This is an optimization exercise on Yosys and OpenROAD, whose aim is small area, a short achievable clock period and few clock cycles, not a production implementation. Only simulation tests tie the RTL to the original design; equivalence was not proved. Power figures rest on the tool's default switching activity, not on a simulated workload.

==> v31: inputs <==
==> flow/design.v <==
module Adder #(parameter W = 64) (
    input  [W-1:0] a,
    input  [W-1:0] b,
    input          ci,
    output [W-1:0] c,
    output         co
);
    localparam L = (W <= 2) ? 1 : (W <= 4) ? 2 : (W <= 8) ? 3 : (W <= 16) ? 4 :
                   (W <= 32) ? 5 : (W <= 64) ? 6 : 7;
    wire [W-1:0] p0 = a ^ b;
    wire [W-1:0] g0 = a & b;
    wire [W-1:0] g [0:L];
    wire [W-1:0] p [0:L];
    assign g[0] = {g0[W-1:1], g0[0] | (p0[0] & ci)};
    assign p[0] = p0;
    genvar k, i;
    generate
        for (k = 0; k < L; k = k + 1) begin : lvl
            for (i = 0; i < W; i = i + 1) begin : col
                if (i >= (1 << k)) begin : merge
                    assign g[k+1][i] = g[k][i] | (p[k][i] & g[k][i - (1 << k)]);
                    assign p[k+1][i] = p[k][i] & p[k][i - (1 << k)];
                end else begin : pass
                    assign g[k+1][i] = g[k][i];
                    assign p[k+1][i] = p[k][i];
                end
            end
        end
    endgenerate
    assign c  = p0 ^ {g[L][W-2:0], ci};
    assign co = g[L][W-1];
endmodule
module registerFile (
    input  [63:0] WriteData,
    input  [4:0]  rs1,
    input  [4:0]  rs2,
    input  [31:1] sel1,        
    input  [31:1] sel2,
    input         dflt1,       
    input         dflt2,
    input  [31:1] we,          
    input  clk,
    input  reset,
    output [63:0] ReadData1,
    output [63:0] ReadData2,
    output [31:1] written
);
    wire [63:0] regs [1:31];
    wire [31:1] w;
    assign written = w;
    reg  [63:0] rd1, rd2;
    integer k;
    always @(*) begin
        rd1 = {59'd0, rs1 & {5{dflt1}}};
        rd2 = {59'd0, rs2 & {5{dflt2}}};
        for (k = 1; k < 32; k = k + 1) begin
            rd1 = rd1 | (regs[k] & {64{sel1[k]}});
            rd2 = rd2 | (regs[k] & {64{sel2[k]}});
        end
    end
    assign ReadData1 = rd1;
    assign ReadData2 = rd2;
    genvar i;
    generate
        for (i = 1; i < 32; i = i + 1) begin : gen_reg
            reg [63:0] r;
            reg        wr;
            always @(posedge clk or posedge reset) begin
                if (reset == 1'b1)
                    wr <= 1'b0;
                else if (we[i] == 1'b1)
                    wr <= 1'b1;
            end
            always @(posedge clk) begin
                if (we[i] == 1'b1)
                    r <= WriteData;
            end
            assign regs[i] = r;
            assign w[i]    = wr;
        end
    endgenerate
endmodule
module RISC_V_Processor(
    input clk, reset,
    output [63:0] Inst_address,
    input  [31:0] Inst_data,
    output [63:0] Mem_Addr,
    output [63:0] Mem_WriteData,
    output        Mem_Write,
    output        Mem_Read,
    input  [63:0] Mem_ReadData
);
    localparam OP_ADD = 2'd0, OP_SUB = 2'd1, OP_AND = 2'd2, OP_OR = 2'd3;
    reg [63:0] pc;
    reg        id_valid;
    reg        id_jumped;        
    reg [31:0] id_ir;
    reg [31:1] id_sel1, id_sel2;  
    reg        id_dflt1, id_dflt2;  
    reg        id_mhit1, id_mhit2;  
    reg [13:0] id_tlo;           
    reg [50:0] id_pchi;          
    reg        ex_regwrite, ex_memread, ex_memwrite, ex_branch, ex_uncond;
    reg        ex_sub, ex_and, ex_or;
    reg [4:0]  ex_rd;
    reg [63:0] ex_a, ex_b, ex_target;    
    reg [11:0] ex_imm;                     
    reg        ex_useimm;                  
    reg        ex_fwds_ld;
    reg        mem_regwrite, mem_memread, mem_memwrite;
    reg        mem_ldwb;         
    reg [31:1] mem_we;           
    reg [4:0]  mem_rd;
    reg [63:0] mem_alu, mem_sd;
    wire [31:0] fi     = Inst_data;
    wire        f_unc  = (fi[6:0] == 7'b1100011) & (fi[19:15] == fi[24:20]);
    wire [12:0] f_imm  = {fi[31], fi[7], fi[30:25], fi[11:8], 1'b0};
    wire [13:0] f_lo   = {1'b0, pc[12:0]} + {1'b0, f_imm};
    wire [63:0] pc4    = pc + 64'd4;
    wire [6:0] opc = id_ir[6:0];
    wire [4:0] rs1 = id_ir[19:15];
    wire [4:0] rs2 = id_ir[24:20];
    wire [4:0] rd  = id_ir[11:7];
    wire is_r    = (opc == 7'b0110011);
    wire is_ld   = (opc == 7'b0000011);
    wire is_sd   = (opc == 7'b0100011);
    wire is_br   = (opc == 7'b1100011);
    wire is_addi = (opc == 7'b0010011);
    wire br_same = (rs1 == rs2);
    wire uses1   = is_r | is_ld | is_sd | is_addi | (is_br & ~br_same);
    wire uses2   = is_r | (is_br & ~br_same);
    wire b_reg   = is_r | is_br;
    wire d_regwrite = (is_r | is_ld | is_addi) & (rd != 5'd0);
    wire [3:0] fn = {id_ir[30], id_ir[14:12]};
    wire [1:0] d_op = ~is_r            ? OP_ADD :
                      (fn == 4'b1000)  ? OP_SUB :
                      (fn == 4'b0111)  ? OP_AND :
                      (fn == 4'b0110)  ? OP_OR  : OP_ADD;
    wire [11:0] imm12 = is_sd ? {id_ir[31:25], id_ir[11:7]} : id_ir[31:20];
    wire        t_carry = id_tlo[13];
    wire        t_sign  = id_ir[31];
    wire [50:0] t_hi    = id_pchi + {{50{t_sign & ~t_carry}}, t_sign ^ t_carry};
    wire [63:0] id_target = {t_hi, id_tlo[12:0]};
    wire        id_cross = id_jumped & (t_sign ^ t_carry);
    wire stall     = id_valid & ex_memread &
                     ((uses1 & (ex_rd == rs1)) | (uses2 & (ex_rd == rs2)));
    wire [63:0] rf1, rf2;
    wire [31:1] rf_written;
    wire [4:0]  n_rs1  = stall ? rs1 : Inst_data[19:15];
    wire [4:0]  n_rs2  = stall ? rs2 : Inst_data[24:20];
    wire [31:0] n_dec1 = 32'd1 << n_rs1;
    wire [31:0] n_dec2 = 32'd1 << n_rs2;
    wire [31:1] n_sel1 = n_dec1[31:1] & (rf_written | mem_we);
    wire [31:1] n_sel2 = n_dec2[31:1] & (rf_written | mem_we);
    wire [63:0] mem_wd = mem_ldwb ? Mem_ReadData : mem_alu;
    registerFile rFile(
            .WriteData(mem_wd),
            .rs1(rs1),
            .rs2(rs2),
            .sel1(id_sel1),
            .sel2(id_sel2),
            .dflt1(id_dflt1),
            .dflt2(id_dflt2),
            .written(rf_written),
            .we(mem_we),
            .clk(clk),
            .reset(reset),
            .ReadData1(rf1), .ReadData2(rf2)
        );
    wire mem_hit1 = id_mhit1;
    wire mem_hit2 = id_mhit2;
    wire [63:0] rv1_nl = mem_hit1 ? mem_alu : rf1;
    wire [63:0] rv2_nl = mem_hit2 ? mem_alu : rf2;
    wire ld1 = mem_hit1 & mem_ldwb;
    wire ld2 = mem_hit2 & mem_ldwb;
    wire [63:0] rv1   = ld1 ? Mem_ReadData : rv1_nl;
    wire [63:0] rv2   = ld2 ? Mem_ReadData : rv2_nl;
    wire fwd1 = ex_regwrite & ~ex_memread & (ex_rd == rs1);
    wire fwd2 = ex_regwrite & ~ex_memread & (ex_rd == rs2);
    wire [63:0] A = ex_a;
    wire [63:0] B = ex_useimm ? {{52{ex_imm[11]}}, ex_imm} : ex_b;
    wire [63:0] S = ex_fwds_ld ? Mem_ReadData : ex_b;
    wire [63:0] sum;
    wire        sum_co;
    Adder #(.W(64)) add_alu(.a(A), .b(B ^ {64{ex_sub}}), .ci(ex_sub),
                            .c(sum), .co(sum_co));
    wire [63:0] result = ex_and ? (A & B) :
                         ex_or  ? (A | B) : sum;
    wire taken = ex_branch & (ex_uncond | (A == B));
    wire [31:0] ex_wdec = 32'd1 << ex_rd;
    assign Inst_address  = pc;
    assign Mem_Addr      = mem_alu;
    assign Mem_WriteData = mem_sd;
    assign Mem_Write     = mem_memwrite;
    assign Mem_Read      = mem_memread;
    wire jump = ~taken & ~stall & f_unc;
    always @(posedge clk or posedge reset) begin
        if (reset == 1'b1) begin
            pc           <= 64'd0;
            id_valid     <= 1'b0;
            ex_regwrite  <= 1'b0;
            ex_memread   <= 1'b0;
            ex_memwrite  <= 1'b0;
            ex_branch    <= 1'b0;
            mem_regwrite <= 1'b0;
            mem_memread  <= 1'b0;
            mem_memwrite <= 1'b0;
            mem_ldwb     <= 1'b0;
            mem_we       <= 31'd0;
        end else begin
            if (jump)
                pc <= {pc[63:13], f_lo[12:0]};
            else
                pc <= taken ? ex_target : stall ? pc : pc4;
            if (taken)
                id_valid <= 1'b0;
            else if (!stall)
                id_valid <= 1'b1;
            if (taken | stall | ~id_valid) begin
                ex_regwrite <= 1'b0;
                ex_memread  <= 1'b0;
                ex_memwrite <= 1'b0;
                ex_branch   <= 1'b0;
            end else begin
                ex_regwrite <= d_regwrite;
                ex_memread  <= is_ld;
                ex_memwrite <= is_sd;
                ex_branch   <= is_br & (~br_same | id_cross);
            end
            mem_regwrite <= ex_regwrite;
            mem_memread  <= ex_memread;
            mem_memwrite <= ex_memwrite;
            mem_ldwb     <= ex_memread & ex_regwrite;
            mem_we       <= ex_regwrite ? ex_wdec[31:1] : 31'd0;
        end
    end
    always @(posedge clk) begin
        if (!stall) begin
            id_ir     <= Inst_data;
            id_tlo    <= f_lo;
            id_pchi   <= pc[63:13];
            id_jumped <= f_unc;
        end
        id_sel1   <= n_sel1;
        id_sel2   <= n_sel2;
        id_dflt1  <= ~|n_sel1;
        id_dflt2  <= ~|n_sel2;
        id_mhit1  <= ex_regwrite & (ex_rd == (stall ? rs1 : Inst_data[19:15]));
        id_mhit2  <= ex_regwrite & (ex_rd == (stall ? rs2 : Inst_data[24:20]));
        ex_sub    <= (d_op == OP_SUB);
        ex_and    <= (d_op == OP_AND);
        ex_or     <= (d_op == OP_OR);
        ex_rd     <= rd;
        ex_a      <= fwd1 ? result : rv1;
        ex_b      <= fwd2 ? result : rv2;
        ex_imm    <= imm12;
        ex_useimm <= ~b_reg;
        ex_target <= id_target;
        ex_uncond <= br_same;
        ex_fwds_ld <= ex_regwrite & ex_memread & (ex_rd == rs2);
        mem_rd    <= ex_rd;
        mem_alu   <= result;
        mem_sd    <= S;
    end
endmodule
==> flow/flow/run.sh <==
#!/bin/bash
# The standard ORFS flow (standard.sh), unchanged, with these settings:
#  - setup repair aims for a larger slack than the constraint needs
#    (SETUP_SLACK_MARGIN), so the achieved clock period is shorter;
#  - buf_2 as the port buffer cell;
#  - a denser core (CORE_UTILIZATION 60), for shorter wires;
#  - larger clock-tree sink clusters (fewer clock buffers);
#  - more antenna repair rounds after detailed routing, if needed.
# ORFS writes each step's full log under orfs/logs; make's output goes to
# standard.log here.
set -o pipefail
bash standard.sh SETUP_SLACK_MARGIN=8.8 CORE_UTILIZATION=60 \
  BUFFER_PORTS_ARGS="-buffer_cell sky130_fd_sc_hd__buf_2" \
  CTS_CLUSTER_SIZE=25 CTS_CLUSTER_DIAMETER=80 \
  MAX_REPAIR_ANTENNAS_ITER_DRT=8 \
  finish > standard.log 2>&1
==> flow/standard.sh <==
#!/bin/bash
# synth_recipe.tcl (not shown) runs the flow's synth.tcl, then flattens the netlist and writes it again
# the make line also repeats each setting of config.mk as NAME=value (left out here)
make -C /OpenROAD-flow-scripts/flow DESIGN_CONFIG=/design/flow/config.mk WORK_HOME=/design/flow/orfs CLKGATE_MAP_FILE= SYNTH_SCRIPT=/design/flow/synth_recipe.tcl "${@:-finish}"
==> flow/config.mk <==
export PLATFORM = sky130hd
export DESIGN_NAME = RISC_V_Processor
export DESIGN_NICKNAME = RISC_V_Processor
export VERILOG_FILES = /design/flow/design.v
export SDC_FILE = /design/flow/constraint.sdc
export NUM_CORES = 8
export LEC_CHECK = 0
export CAP_MARGIN = 20
export CORE_MARGIN = 2
export CORE_UTILIZATION = 40
export SETUP_SLACK_MARGIN = 0.4
export SLEW_MARGIN = 20
==> flow/constraint.sdc <==
create_clock -name core_clock -period 12.5 [get_ports {clk}]
set_input_delay 2.5000 -clock core_clock [delete_from_list [all_inputs] [get_ports {clk}]]
set_output_delay 2.5000 -clock core_clock [all_outputs]
set_load 0.01 [all_outputs]
==> inputs of v2, as changes to v31 <==
--- a/flow/design.v
+++ b/flow/design.v
@@ -34,20 +34,21 @@
     input  [63:0] WriteData,
     input  [4:0]  rs1,
     input  [4:0]  rs2,
-    input  [31:1] sel1,        
-    input  [31:1] sel2,
-    input         dflt1,       
-    input         dflt2,
-    input  [31:1] we,          
+    input  [4:0]  rd,
+    input  RegWrite,
     input  clk,
     input  reset,
     output [63:0] ReadData1,
-    output [63:0] ReadData2,
-    output [31:1] written
+    output [63:0] ReadData2
 );
     wire [63:0] regs [1:31];
     wire [31:1] w;
-    assign written = w;
+    wire [31:0] dec1 = 32'd1 << rs1;
+    wire [31:0] dec2 = 32'd1 << rs2;
+    wire [31:1] sel1 = dec1[31:1] & w;
+    wire [31:1] sel2 = dec2[31:1] & w;
+    wire        dflt1 = ~|sel1;
+    wire        dflt2 = ~|sel2;
     reg  [63:0] rd1, rd2;
     integer k;
     always @(*) begin
@@ -68,11 +69,11 @@
             always @(posedge clk or posedge reset) begin
                 if (reset == 1'b1)
                     wr <= 1'b0;
-                else if (we[i] == 1'b1)
+                else if (RegWrite == 1'b1 && rd == i)
                     wr <= 1'b1;
             end
             always @(posedge clk) begin
-                if (we[i] == 1'b1)
+                if (RegWrite == 1'b1 && rd == i)
                     r <= WriteData;
             end
             assign regs[i] = r;
@@ -95,21 +96,14 @@
     reg        id_valid;
     reg        id_jumped;        
     reg [31:0] id_ir;
-    reg [31:1] id_sel1, id_sel2;  
-    reg        id_dflt1, id_dflt2;  
-    reg        id_mhit1, id_mhit2;  
     reg [13:0] id_tlo;           
     reg [50:0] id_pchi;          
-    reg        ex_regwrite, ex_memread, ex_memwrite, ex_branch, ex_uncond;
+    reg        ex_regwrite, ex_memread, ex_memwrite, ex_branch;
     reg        ex_sub, ex_and, ex_or;
     reg [4:0]  ex_rd;
-    reg [63:0] ex_a, ex_b, ex_target;    
-    reg [11:0] ex_imm;                     
-    reg        ex_useimm;                  
+    reg [63:0] ex_a, ex_b, ex_s, ex_target;
     reg        ex_fwds_ld;
     reg        mem_regwrite, mem_memread, mem_memwrite;
-    reg        mem_ldwb;         
-    reg [31:1] mem_we;           
     reg [4:0]  mem_rd;
     reg [63:0] mem_alu, mem_sd;
     wire [31:0] fi     = Inst_data;
@@ -136,64 +130,55 @@
                       (fn == 4'b1000)  ? OP_SUB :
                       (fn == 4'b0111)  ? OP_AND :
                       (fn == 4'b0110)  ? OP_OR  : OP_ADD;
-    wire [11:0] imm12 = is_sd ? {id_ir[31:25], id_ir[11:7]} : id_ir[31:20];
+    wire [63:0] imm_i = {{52{id_ir[31]}}, id_ir[31:20]};
+    wire [63:0] imm_s = {{52{id_ir[31]}}, id_ir[31:25], id_ir[11:7]};
     wire        t_carry = id_tlo[13];
     wire        t_sign  = id_ir[31];
     wire [50:0] t_hi    = id_pchi + {{50{t_sign & ~t_carry}}, t_sign ^ t_carry};
     wire [63:0] id_target = {t_hi, id_tlo[12:0]};
-    wire        id_cross = id_jumped & (t_sign ^ t_carry);
+    wire        id_fix  = id_valid & id_jumped & (t_sign ^ t_carry);
     wire stall     = id_valid & ex_memread &
                      ((uses1 & (ex_rd == rs1)) | (uses2 & (ex_rd == rs2)));
     wire [63:0] rf1, rf2;
-    wire [31:1] rf_written;
-    wire [4:0]  n_rs1  = stall ? rs1 : Inst_data[19:15];
-    wire [4:0]  n_rs2  = stall ? rs2 : Inst_data[24:20];
-    wire [31:0] n_dec1 = 32'd1 << n_rs1;
-    wire [31:0] n_dec2 = 32'd1 << n_rs2;
-    wire [31:1] n_sel1 = n_dec1[31:1] & (rf_written | mem_we);
-    wire [31:1] n_sel2 = n_dec2[31:1] & (rf_written | mem_we);
-    wire [63:0] mem_wd = mem_ldwb ? Mem_ReadData : mem_alu;
+    wire [63:0] mem_wd = mem_memread ? Mem_ReadData : mem_alu;
     registerFile rFile(
             .WriteData(mem_wd),
             .rs1(rs1),
             .rs2(rs2),
-            .sel1(id_sel1),
-            .sel2(id_sel2),
-            .dflt1(id_dflt1),
-            .dflt2(id_dflt2),
-            .written(rf_written),
-            .we(mem_we),
+            .rd(mem_rd),
             .clk(clk),
             .reset(reset),
+            .RegWrite(mem_regwrite),
             .ReadData1(rf1), .ReadData2(rf2)
         );
-    wire mem_hit1 = id_mhit1;
-    wire mem_hit2 = id_mhit2;
+    wire mem_hit1 = mem_regwrite & (mem_rd == rs1);
+    wire mem_hit2 = mem_regwrite & (mem_rd == rs2);
     wire [63:0] rv1_nl = mem_hit1 ? mem_alu : rf1;
     wire [63:0] rv2_nl = mem_hit2 ? mem_alu : rf2;
-    wire ld1 = mem_hit1 & mem_ldwb;
-    wire ld2 = mem_hit2 & mem_ldwb;
+    wire ld1 = mem_hit1 & mem_memread;
+    wire ld2 = mem_hit2 & mem_memread;
     wire [63:0] rv1   = ld1 ? Mem_ReadData : rv1_nl;
     wire [63:0] rv2   = ld2 ? Mem_ReadData : rv2_nl;
+    wire [63:0] b_nl  = b_reg ? rv2_nl : (is_sd ? imm_s : imm_i);
+    wire [63:0] b_val = (b_reg & ld2) ? Mem_ReadData : b_nl;
     wire fwd1 = ex_regwrite & ~ex_memread & (ex_rd == rs1);
     wire fwd2 = ex_regwrite & ~ex_memread & (ex_rd == rs2);
     wire [63:0] A = ex_a;
-    wire [63:0] B = ex_useimm ? {{52{ex_imm[11]}}, ex_imm} : ex_b;
-    wire [63:0] S = ex_fwds_ld ? Mem_ReadData : ex_b;
+    wire [63:0] B = ex_b;
+    wire [63:0] S = ex_fwds_ld ? Mem_ReadData : ex_s;
     wire [63:0] sum;
     wire        sum_co;
     Adder #(.W(64)) add_alu(.a(A), .b(B ^ {64{ex_sub}}), .ci(ex_sub),
                             .c(sum), .co(sum_co));
     wire [63:0] result = ex_and ? (A & B) :
                          ex_or  ? (A | B) : sum;
-    wire taken = ex_branch & (ex_uncond | (A == B));
-    wire [31:0] ex_wdec = 32'd1 << ex_rd;
+    wire taken = ex_branch & (A == B);
     assign Inst_address  = pc;
     assign Mem_Addr      = mem_alu;
     assign Mem_WriteData = mem_sd;
     assign Mem_Write     = mem_memwrite;
     assign Mem_Read      = mem_memread;
-    wire jump = ~taken & ~stall & f_unc;
+    wire jump = ~taken & ~id_fix & ~stall & f_unc;
     always @(posedge clk or posedge reset) begin
         if (reset == 1'b1) begin
             pc           <= 64'd0;
@@ -205,14 +190,12 @@
             mem_regwrite <= 1'b0;
             mem_memread  <= 1'b0;
             mem_memwrite <= 1'b0;
-            mem_ldwb     <= 1'b0;
-            mem_we       <= 31'd0;
         end else begin
             if (jump)
                 pc <= {pc[63:13], f_lo[12:0]};
             else
-                pc <= taken ? ex_target : stall ? pc : pc4;
-            if (taken)
+                pc <= taken ? ex_target : id_fix ? id_target : stall ? pc : pc4;
+            if (taken | id_fix)
                 id_valid <= 1'b0;
             else if (!stall)
                 id_valid <= 1'b1;
@@ -225,13 +208,11 @@
                 ex_regwrite <= d_regwrite;
                 ex_memread  <= is_ld;
                 ex_memwrite <= is_sd;
-                ex_branch   <= is_br & (~br_same | id_cross);
+                ex_branch   <= is_br & ~br_same;
             end
             mem_regwrite <= ex_regwrite;
             mem_memread  <= ex_memread;
             mem_memwrite <= ex_memwrite;
-            mem_ldwb     <= ex_memread & ex_regwrite;
-            mem_we       <= ex_regwrite ? ex_wdec[31:1] : 31'd0;
         end
     end
     always @(posedge clk) begin
@@ -241,22 +222,14 @@
             id_pchi   <= pc[63:13];
             id_jumped <= f_unc;
         end
-        id_sel1   <= n_sel1;
-        id_sel2   <= n_sel2;
-        id_dflt1  <= ~|n_sel1;
-        id_dflt2  <= ~|n_sel2;
-        id_mhit1  <= ex_regwrite & (ex_rd == (stall ? rs1 : Inst_data[19:15]));
-        id_mhit2  <= ex_regwrite & (ex_rd == (stall ? rs2 : Inst_data[24:20]));
         ex_sub    <= (d_op == OP_SUB);
         ex_and    <= (d_op == OP_AND);
         ex_or     <= (d_op == OP_OR);
         ex_rd     <= rd;
         ex_a      <= fwd1 ? result : rv1;
-        ex_b      <= fwd2 ? result : rv2;
-        ex_imm    <= imm12;
-        ex_useimm <= ~b_reg;
+        ex_b      <= (fwd2 & b_reg) ? result : b_val;
+        ex_s      <= fwd2 ? result : rv2;
         ex_target <= id_target;
-        ex_uncond <= br_same;
         ex_fwds_ld <= ex_regwrite & ex_memread & (ex_rd == rs2);
         mem_rd    <= ex_rd;
         mem_alu   <= result;
==> flow/flow/run.sh (replaced) <==
#!/bin/bash
# The standard ORFS flow, unchanged, asked to repair setup timing
# toward a tighter target than the constraint (a larger setup margin).
set -o pipefail
bash standard.sh SETUP_SLACK_MARGIN=8.6 finish > standard.log 2>&1
==> notes <==
Of v2 and v31, v2 has the higher non-clock buffer count (gap 4). Against v31, the wire length of v2 is larger by about 13%. Against v2, the clock skew of v31 is higher by 0.0024 ns. Core utilization: v2 is lower than v31 (21 points). Against v2, the flip-flop and latch count of v31 is higher by 42. Against v31, the clock power of v2 is higher by about 60%. Against v31, the worst hold slack of v2 is higher by 0.0057 ns. Against v31, the setup slack of v2 is worse by 0.50 ns. Synthesized area: v2 is lower than v31 (about 0.7%). Between v2 and v31, the lower sequential share of layout area is in v2 (gap 3.1 points). v2 finished but failed the layout checks on antenna violations. v31 completed with no timing, DRC or antenna violations.
==> figures <==
metric                                                                       v2                      v31
Status                                                          failed layout checks  complete, no violations
Violated checks                                              antenna violations                        -
Post-Synth XOR/XNOR Area                                                0.01916                  0.01767
Clock sinks                                                                2583                     2625
Min cycle time layout                                                  4.622 ns                 4.120 ns
Worst Hold Margin                                                     0.3458 ns                0.3400 ns
Synthesized cell area                                              115200 sq um             116000 sq um
Number of resized instances in the post-cts repair step                    1467                      736
Delay of the slowest cell on the worst path                             1.02 ns                  0.93 ns
Reg-to-reg startpoint                                    mem_regwrite$_DFF_PP0_      id_sel2[21]$_DFF_P_
CP Depth                                                                      4                        8
Worst path required time                                               13.03 ns                 13.20 ns
Antenna Violating Nets Remaining                                              1                        0
Met2 wire length                                                      240400 um                220900 um
Total routed wire length on the met1 layer                            210200 um                172700 um
Global-route wire length before repair                                835700 um                756200 um
Clock buffer instance count of the final layout                             354                      175
Overall power of the completed layout                                  19.94 mW                 16.96 mW
Sequential-cell power consumption                                       9.72 mW                  9.83 mW
Beginning of the worst hold path                           id_tlo[12]$_DFFE_PN_      id_tlo[8]$_DFFE_PN_
Share of total power consumed by net switching                           0.2437                   0.2506
Die area                                                           292200 sq um             196800 sq um
Testbench counts of v31, summed over its fixed seeds: cycles 66,592.
Testbench counts of v2, summed over its fixed seeds: cycles 66,592.

## static timing again, ports no longer ideal
The flow's constraints put no driver on any port. The routed layouts listed below were extracted and timed again, unchanged, in two steps.
Step 1 assumes that a clkbuf_16 drives the clock port and a buf_2 every other input.
Step 2, shift: input delay + t, output delay - t, t = (earliest + latest rising clock arrival at the registers) / 2. This alone moves slack from input paths to output paths.
Three values: ideal, step 1, step 2; two values: the first two.
run	t, ns	setup slack, ns	worst setup path after step 2	clock arrival spread, ns	worst data-port slew with drivers (ns)
v31	0.959	8.380 / 8.380 / 7.846	input to register	0.056 / 0.055	0.11
v2	1.018	7.878 / 7.878 / 7.526	input to register	0.053 / 0.053	0.10
For v31, which loses most, drivers alone change the setup slack by 0.000 ns; drivers and shift together by -0.534 ns.
